From an optimization exercise on the open Yosys and OpenROAD flow, aimed at small area and a short achievable clock period; shortcuts taken in it are not production practice. Function was checked by simulation only, so behaviour that the tests miss may differ from the original. Power is estimated from default activity; no workload was simulated.

// cpu
module cpu(
    input Clk,
    input Reset,
    input [7:2] HWInt,
    output [3:0] Be,
    input [31:0] PrRD,
    output [31:2] PrAddr,
    output [31:0] PrWD,
    output PrWe,
    output [31:0] IMAddr,
    input [31:0] IMRD,
    input [31:0] DMRD
    );
	reg [31:0] PC;
	reg [31:0] IRD;
	reg [31:2] PCD;                   
	reg        excF;                  
	reg [31:2] LE;                    
	reg [31:0] RSE, RTE;
	reg [15:0] immE;
	reg [3:0]  aluopE;
	reg        asrcE, bsrcE, luiE, sgnE, calovE, ldE, stE;
	reg [1:0]  beopE;
	reg        vE;                    
	reg        lextE, bdjE, iscp0E, mtc0E, eretE, copepcE;
	reg [1:0]  excE;                  
	reg [31:2] LM;                    
	reg [31:0] AOM, RTM;
	reg [4:0]  rdM;
	reg        ldM, stM;
	reg [1:0]  beopM;
	reg        vM;
	reg        lextM, bdjM, iscp0M, mtc0M, eretM, copepcM;
	reg [2:0]  excM;                  
	reg [31:0] WD;                    
	reg [31:0] WDr;                   
	reg        vW;
	reg        BDW;
	reg [4:0] A3E, A3M, A3W;
	reg m1E, m2E, m1M, m2M, m1W, m2W;
	reg e1ao, e1lk, e1wd, e2ao, e2lk, e2wd;
	reg x2, mwd;
	reg       hcalE, hldE, hlinkE, hepcE, hcalM, hldM, hlinkM;
	reg [7:2]  IM;
	reg        EXL, IE, BD;
	reg [7:2]  IP;
	reg [6:2]  ExcCode;
	reg [31:2] EPC;
	wire exp_in;
	wire stall;
	wire cal_r, cal_i, load, store, jal, jalr, mfc0, mtc0, ri;
	wire [4:0] a3;
	wire [3:0] aluop;
	wire asrc, bsrc, e_lui, e_sgn, calov, lext, bdj, iscp0, copepc;
	wire [1:0] beop, dsrc;
	ctrl dec (
		.instr(IRD),
		.cal_r(cal_r), .cal_i(cal_i), .load(load), .store(store), .br(),
  ...
Settings: LEC_CHECK=0, CAP_MARGIN=20, CORE_MARGIN=2, CORE_UTILIZATION=40, SLEW_MARGIN=20; clock period 10.0 ns.
standard.sh (not shown) runs the stock make flow with config.mk's settings and CLKGATE_MAP_FILE= SYNTH_SCRIPT=/design/flow/synth_recipe.tcl, a recipe that flattens the netlist after the stock synthesis.
==> flow/flow/run.sh <==
#!/bin/bash
# Layout flow: the standard ORFS flow (standard.sh: unchanged synthesis,
# floorplan, power grid, placement, CTS and routing) with two changes:
#  - the port buffers that placement inserts on every input and output are
#    buf_2 cells instead of the default clkdlybuf4s50 delay cells;
#  - timing repair aims at a setup slack of 5.25 ns (SETUP_SLACK_MARGIN) at
#    the design's clock period, to leave room for routing.
# The full make output goes to standard_flow.log; ORFS keeps each step's log
# under orfs/logs/.
set -euo pipefail
export BUFFER_PORTS_ARGS="-buffer_cell sky130_fd_sc_hd__buf_2"
export SETUP_SLACK_MARGIN=5.25
bash standard.sh > standard_flow.log 2>&1
Edit:
--- a/flow/config.mk
+++ b/flow/config.mk
@@ -9,3 +9,6 @@
 export CORE_MARGIN = 2
 export CORE_UTILIZATION = 40
+export CTS_CLUSTER_DIAMETER = 60
+export CTS_CLUSTER_SIZE = 30
+export PLACE_DENSITY = 0.7
 export SLEW_MARGIN = 20
What happened: The changed run completed without violations; non-clock buffer count drops by 27; total power shrinks by 7.3%; register-to-register slack got worse by 0.05 ns; hold slack hardly moves; first-iteration DRC count climbs by 3.0%; via count fell by 1.1%.


== alpha ==
cpu again, from the RTL that the note above started with.
## cpu
module cpu(
    input Clk,
    input Reset,
    input [7:2] HWInt,
    output [3:0] Be,
    input [31:0] PrRD,
    output [31:2] PrAddr,
    output [31:0] PrWD,
    output PrWe,
    output [31:0] IMAddr,
    input [31:0] IMRD,
    input [31:0] DMRD
    );
export LEC_CHECK = 0
export CAP_MARGIN = 20
export CORE_MARGIN = 2
export CORE_UTILIZATION = 40
export CTS_CLUSTER_DIAMETER = 60
export CTS_CLUSTER_SIZE = 30
export SLEW_MARGIN = 20
create_clock -name core_clock -period 10.0 [get_ports {Clk}]
==> flow/flow/run.sh <==
#!/bin/bash
# Layout flow: the standard ORFS flow (standard.sh: unchanged synthesis,
# floorplan, power grid, placement, CTS and routing) with two changes:
#  - the port buffers that placement inserts on every input and output are
#    buf_2 cells instead of the default clkdlybuf4s50 delay cells;
#  - timing repair aims at a setup slack of 5.5 ns (SETUP_SLACK_MARGIN) at
#    the design's clock period, to leave room for routing.
# The full make output goes to standard_flow.log; ORFS keeps each step's log
# under orfs/logs/.
set -euo pipefail
export BUFFER_PORTS_ARGS="-buffer_cell sky130_fd_sc_hd__buf_2"
export SETUP_SLACK_MARGIN=5.5
bash standard.sh > standard_flow.log 2>&1
alpha: all stages complete, timing, DRC and antenna checks passed
Changes in beta relative to alpha:
==> flow/flow/run.sh <==
#!/bin/bash
# Layout flow: the standard ORFS flow (standard.sh: unchanged synthesis,
# floorplan, power grid, placement, CTS and routing) with two changes:
#  - the port buffers that placement inserts on every input and output are
#    buf_2 cells instead of the default clkdlybuf4s50 delay cells;
#  - timing repair aims at a setup slack of 5.25 ns (SETUP_SLACK_MARGIN) at
#    the design's clock period, to leave room for routing.
# The full make output goes to standard_flow.log; ORFS keeps each step's log
# under orfs/logs/.
set -euo pipefail
export BUFFER_PORTS_ARGS="-buffer_cell sky130_fd_sc_hd__buf_2"
export SETUP_SLACK_MARGIN=5.25
bash standard.sh > standard_flow.log 2>&1
beta — number of nets in the layout 0.59% lower, alpha as reference
Of beta and alpha, it is beta that has the lower buffering overhead.
Changes observed in beta relative to alpha: cell count decreased 0.44%, number of buffers inserted during clock tree synthesis now smaller.
alpha and beta ended up with nearly the same wire length of the first global-routing pass.
Summary: violation count after the first detailed-route iteration, beta better than alpha
beta vs. alpha: setup slack of the critical path after layout rose 0.035 ns; fmax rose 1.4 MHz; number of global-route vias before repair about even; wire length fell about 0.7%.

separate check: timing with driven ports:
The results above use ideal ports. As a check the final layouts listed here were re-extracted and re-timed, cells and wires unchanged. Step 1, drivers: a clkbuf_16 drives Clk and a buf_2 each remaining input, both assumed. Step 2 adds t to the input delays and takes it off the output delays; t is the mean of the earliest and latest rising clock arrival at the registers after step 1. Input paths then give back, and output paths get back, about the clock's delay inside the block. Three values: ideal, step 1, step 2; two values: the first two.
run	t (ns)	slack for setup (ns)	worst setup path after step 2
the first run of note 1	0.960	4.895 / 4.895 / 4.598	input to register
the second run of note 1	0.900	4.848 / 4.848 / 4.509	input to register
alpha	0.917	4.933 / 4.933 / 4.654	input to register
beta	0.947	4.968 / 4.968 / 4.665	input to register
After both steps every run listed still meets setup and hold. For the second run of note 1, which loses most, drivers alone change the setup slack by 0.000 ns; drivers and shift together by -0.339 ns.
